This is an optimization exercise on Yosys and OpenROAD, whose aim is small area, not a production implementation. Where RTL was checked, it was by simulation tests only, not by an equivalence proof against the original. Power and IR drop assume default switching activity.

// alu_top
module alu_top(clk, a, b, s, result, zero);
input clk;
input [15:0] a, b;
input [3:0] s;
output reg [15:0] result;
output reg zero;
reg [15:0] a_q, b_q;
reg [3:0] s_q;
wire [15:0] alu_result;
wire alu_zero;
always @(posedge clk) begin
    a_q <= a;
    b_q <= b;
    s_q <= s;
    result <= alu_result;
    zero <= alu_zero;
end
alu u_alu(.a(a_q), .b(b_q), .s(s_q), .result(alu_result), .zero_detection(alu_zero));
endmodule
Size in the first run: roughly 53 flip-flops, about 54 I/O pins.
clock: 8.0 ns
lec_check: 0
cap_margin: 20
core_margin: 2
core_utilization: 65
gpl_timing_driven: 0
place_density: 0.75
slew_margin: 20
synth_hierarchical: 1
synth_minimum_keep_size: 0
standard.sh (not shown) runs the stock make flow with config.mk's settings and CLKGATE_MAP_FILE= SYNTH_SCRIPT=/design/flow/synth_recipe.tcl, a recipe that flattens the netlist after the stock synthesis.
==> flow/flow/run.sh <==
#!/bin/bash
# The standard layout (standard.sh: the standard synthesis, then ORFS to
# finish) with three ORFS options: the smallest buffer, sky130_fd_sc_hd__buf_1,
# on every port; the buffers Yosys/ABC put in removed before placement (ORFS
# re-buffers where slew, capacitance or timing need it); and ORFS's power
# recovery (downsizing gates off the critical paths) after global routing.
set -euo pipefail
bash standard.sh "BUFFER_PORTS_ARGS=-buffer_cell sky130_fd_sc_hd__buf_1" REMOVE_ABC_BUFFERS=1 RECOVER_POWER=100 finish > orfs_make.log 2>&1
Rerun with:
--- a/flow/design.v
+++ b/flow/design.v
@@ -267,31 +267,19 @@
   genvar gi, gj;
   generate
     for (gi = 0; gi < 16; gi = gi + 1) begin : g_x
       alu_mux2i u_x(.a(a[gi]), .b(a_rev[gi]), .s(rev), .y(xn[gi]));
     end
   endgenerate
   wire [15:0] x = ~xn;
-  wire [3:0] dlo = {4{s[3] & ~s[2] & s[1]}} & (4'd1 << b[1:0]);
-  wire [3:0] dhi = 4'd1 << b[3:2];
-  wire [15:0] y;
-  generate
-    for (gi = 0; gi < 16; gi = gi + 1) begin : g_y
-      if (gi == 0) begin : g_y0
-        assign y[gi] = (~s[3] & b[gi]) | (dlo[gi%4] & dhi[gi/4]) | (s[3] & ~(s[2] & ~s[1]) & ~(~s[2] & s[1]));
-      end else begin : g_yj
-        assign y[gi] = (~s[3] & b[gi]) | (dlo[gi%4] & dhi[gi/4]);
-      end
-    end
-  endgenerate
-  wire inv = c_arith & ~(s[0] & s[1] & s[2]);
-  wire k_e = c_arith | (c_andor & ~s[0]);
-  wire [15:0] e_a = a & {16{c_andor}};
-  wire [15:0] e_b = b ^ {16{inv}};
-  wire [15:0] e = (e_a & e_b) | (e_a & {16{k_e}}) | (e_b & {16{k_e}});
+  wire [15:0] onehot = 16'd1 << b[3:0];
+  wire [15:0] y = ~s[3] ? b : (s[1] & ~s[2]) ? onehot : {15'd0, ~(s[2] & ~s[1])};
+  wire inv = ~(s[0] & s[1] & s[2]);
+  wire [15:0] e = ({16{c_arith}} & (b ^ {16{inv}})) |
+                  ({16{c_andor}} & (s[0] ? (a & b) : (a | b)));
   wire cin = c_arith & ~s[0];
   wire t15 = c_cmp & s[0];
   wire [255:0] pp;
   generate
     for (gi = 0; gi < 16; gi = gi + 1) begin : g_pp_i
       for (gj = 0; gj < 16; gj = gj + 1) begin : g_pp_j
         if (gj == 1)
Result: Synthesized cell count came out higher by 0.58%; routed wire length came out lower by 2.1%; worst hold slack degrades by 87 ps; count of clock-buffer cells in the layout grows by 1; global-route usage came out lower by 1.9 points; total power falls by 3.2%; design area increases by 1.8%; clock skew decreases by 6.5 ps; die area increases by 2.6%.
Only the layout flow was run in the second run of this note; the RTL was not checked for function there.

* * *

Another version of the RTL of alu_top (not shown whole).
For scale: about 53 flip-flops.
export LEC_CHECK = 0
export CAP_MARGIN = 20
export CORE_MARGIN = 2
export CORE_UTILIZATION = 65
export GPL_TIMING_DRIVEN = 0
export PLACE_DENSITY = 0.75
export SLEW_MARGIN = 20
export SYNTH_HIERARCHICAL = 1
export SYNTH_MINIMUM_KEEP_SIZE = 0
create_clock -name core_clock -period 8.0 [get_ports {clk}]
Scripts as last shown in full above: flow/flow/run.sh
Next try:
--- a/flow/design.v
+++ b/flow/design.v
@@ -254,48 +254,30 @@
   output [15:0] result;
   output zero_detection;
   wire c_shr   = s[3] & ~s[2] & s[1] & s[0];           
   wire c_andor = s[3] & s[2] & ~s[1];                  
   wire c_arith = s[3] & (s[2] ~^ s[1]);                
   wire c_cmp   = s[3] & ~s[2] & ~s[1];                 
   wire b_small = (b[15:4] == 12'd0);
   wire keep    = s[3] ? (s[2] | s[1] & b_small) : (s[2:0] == 3'b001);
   wire [15:0] a_rev = {a[0], a[1], a[2], a[3], a[4], a[5], a[6], a[7],
                        a[8], a[9], a[10], a[11], a[12], a[13], a[14], a[15]};
-  wire rev;
-  alu_and3b u_rev(.a(s[1]), .b(s[0]), .cn(s[2]), .y(rev));
-  wire [15:0] xn;
-  genvar gi, gj;
-  generate
-    for (gi = 0; gi < 16; gi = gi + 1) begin : g_x
-      alu_mux2i u_x(.a(a[gi]), .b(a_rev[gi]), .s(rev), .y(xn[gi]));
-    end
-  endgenerate
-  wire [15:0] x = ~xn;
-  wire [3:0] dlo = {4{s[3] & ~s[2] & s[1]}} & (4'd1 << b[1:0]);
-  wire [3:0] dhi = 4'd1 << b[3:2];
-  wire [15:0] y;
-  generate
-    for (gi = 0; gi < 16; gi = gi + 1) begin : g_y
-      if (gi == 0) begin : g_y0
-        assign y[gi] = (~s[3] & b[gi]) | (dlo[gi%4] & dhi[gi/4]) | (s[3] & ~(s[2] & ~s[1]) & ~(~s[2] & s[1]));
-      end else begin : g_yj
-        assign y[gi] = (~s[3] & b[gi]) | (dlo[gi%4] & dhi[gi/4]);
-      end
-    end
-  endgenerate
+  wire [15:0] x = (s[1] & s[0] & ~s[2]) ? a_rev : a;
+  wire [15:0] onehot = 16'd1 << b[3:0];
+  wire [15:0] y = ~s[3] ? b : (s[1] & ~s[2]) ? onehot : {15'd0, ~(s[2] & ~s[1])};
   wire inv = ~(s[0] & s[1] & s[2]);
   wire [15:0] e = ({16{c_arith}} & (b ^ {16{inv}})) |
                   ({16{c_andor}} & (s[0] ? (a & b) : (a | b)));
   wire cin = c_arith & ~s[0];
   wire t15 = c_cmp & s[0];
   wire [255:0] pp;
+  genvar gi, gj;
   generate
     for (gi = 0; gi < 16; gi = gi + 1) begin : g_pp_i
       for (gj = 0; gj < 16; gj = gj + 1) begin : g_pp_j
         if (gj == 1)
           assign pp[gi*16+gj] = (x[gi] & y[gj]) | e[gi+1];
         else
           assign pp[gi*16+gj] = x[gi] & y[gj];
       end
     end
   endgenerate
@@ -577,43 +559,36 @@
   wire ia240;
   alu_and2 u_ia240(.a(ia237), .b(fs174), .y(ia240));
   wire in241, ix242;
   alu_nand2 u_in241(.a(ia240), .b(fc91), .y(in241));
   alu_xnor u_ix242(.a(fs200), .b(in241), .y(ix242));
   wire ia243;
   alu_and2 u_ia243(.a(ia240), .b(fs200), .y(ia243));
   wire in244, ix245;
   alu_nand2 u_in244(.a(ia243), .b(fc91), .y(in244));
   alu_xnor u_ix245(.a(xs230), .b(in244), .y(ix245));
-  wire ina246;
-  alu_nand2 u_ina246(.a(ia243), .b(xs230), .y(ina246));
   wire [15:0] p = {ix245, ix242, ix239, ix236, ix233, ix231, fs90, fs72, fs56, fs42, fs30, fs20, fs12, fs6, fs2, fs0};
-  wire blk_or = fs108 | fs128 | fs150 | fs174 | fs200 | xs230;
-  wire blk_nand = ina246;
-  wire late = fc91;
   wire top_ne = a[15] ^ b[15];
   wire cmp_top = a[15] ^ ~s[0];
   wire keep_p = keep & ~c_cmp;
   wire sel_p = keep_p & ~c_shr;
   wire sel_r = keep_p & c_shr;
   wire sel_c = c_cmp & ~top_ne;                        
   wire one_c = c_cmp & top_ne & cmp_top;               
   alu_ao221 u_r0(.a1(p[0]), .a2(sel_p), .b1(p[15]), .b2(sel_r | sel_c), .c(one_c), .y(result[0]));
   generate
     for (gi = 1; gi < 16; gi = gi + 1) begin : g_r
       alu_ao22 u_r(.a1(p[gi]), .a2(sel_p), .b1(p[15-gi]), .b2(sel_r), .y(result[gi]));
     end
   endgenerate
-  wire hi_or;
-  alu_mux2 u_hi(.a(blk_or), .b(blk_nand), .s(late), .y(hi_or));
-  wire lo_or = keep_p & (p[9:0] != 10'd0) | one_c;
-  alu_aoi221 u_z(.a1(keep_p), .a2(hi_or), .b1(sel_c), .b2(p[15]), .c(lo_or), .y(zero_detection));
+  wire any_lo = keep_p & (p[13:0] != 14'd0);
+  alu_aoi221 u_z(.a1(p[15]), .a2(keep_p | sel_c), .b1(p[14]), .b2(keep_p), .c(any_lo | one_c), .y(zero_detection));
 endmodule
 module alu_fa(a, b, c, s, co);
   input a, b, c;
   output s, co;
   assign s = a ^ b ^ c;
   assign co = (a & b) | (a & c) | (b & c);
 endmodule
 module alu_ha(a, b, s, co);
   input a, b;
   output s, co;
@@ -633,35 +608,20 @@
 module alu_nand2(a, b, y);
   input a, b;
   output y;
   assign y = ~(a & b);
 endmodule
 module alu_and2(a, b, y);
   input a, b;
   output y;
   assign y = a & b;
 endmodule
-module alu_mux2(a, b, s, y);
-  input a, b, s;
-  output y;
-  assign y = s ? b : a;
-endmodule
-module alu_mux2i(a, b, s, y);
-  input a, b, s;
-  output y;
-  assign y = ~(s ? b : a);
-endmodule
-module alu_and3b(a, b, cn, y);
-  input a, b, cn;
-  output y;
-  assign y = a & b & ~cn;
-endmodule
 module alu_ao22(a1, a2, b1, b2, y);
   input a1, a2, b1, b2;
   output y;
   assign y = (a1 & a2) | (b1 & b2);
 endmodule
 module alu_ao221(a1, a2, b1, b2, c, y);
   input a1, a2, b1, b2, c;
   output y;
   assign y = (a1 & a2) | (b1 & b2) | c;
 endmodule
What happened: The new run finished with timing, DRC and antenna clean; worst setup slack is better by 0.11 ns; synthesized cell count went down by 5.3%; non-clock buffer count went down by 2; hold slack is better by 0.15 ns; wire length hardly moves; sequential share of layout area is about the same; die area went up by 1.1%; maximum frequency went up by about 1.5%; power went up by about 0.5%; via count went down by 3.2%; cell area went down by about 0.5%; first-iteration DRC count went up by about 14%.
Function not checked in the first run of this note: the RTL went through the layout flow alone.

==> afterwards: timing with drivers on the ports <==
Ports are ideal in the flow. The routed layouts listed here were re-timed in OpenROAD.
Step 1 sets driving cells, clkbuf_16 on the clock port and buf_2 on the other inputs (assumed; they add their load-dependent delay and slew).
Step 2 also shifts input and output timing later by t, the mid clock arrival at the registers, as if the neighbouring blocks saw the same clock.
a / b / c = ideal / step 1 / step 2; a / b = the first two.
| run | t (ns) | slack for setup (ns) | hold WS [ns] | clock arrival spread, ns |
|---|---|---|---|---|
| the first run of note 1 | 0.351 | 0.285 / 0.285 / 0.285 | 0.931 / 0.931 / 0.931 | 0.011 / 0.011 |
| the second run of note 1 | 0.346 | 0.241 / 0.241 / 0.241 | 0.844 / 0.844 / 0.844 | 0.005 / 0.005 |
| the first run of note 2 | 0.335 | 0.248 / 0.248 / 0.248 | 0.801 / 0.801 / 0.801 | 0.020 / 0.020 |
| the second run of note 2 | 0.347 | 0.361 / 0.361 / 0.361 | 0.954 / 0.954 / 0.954 | 0.019 / 0.019 |
After both steps setup and hold are still met in every run listed.
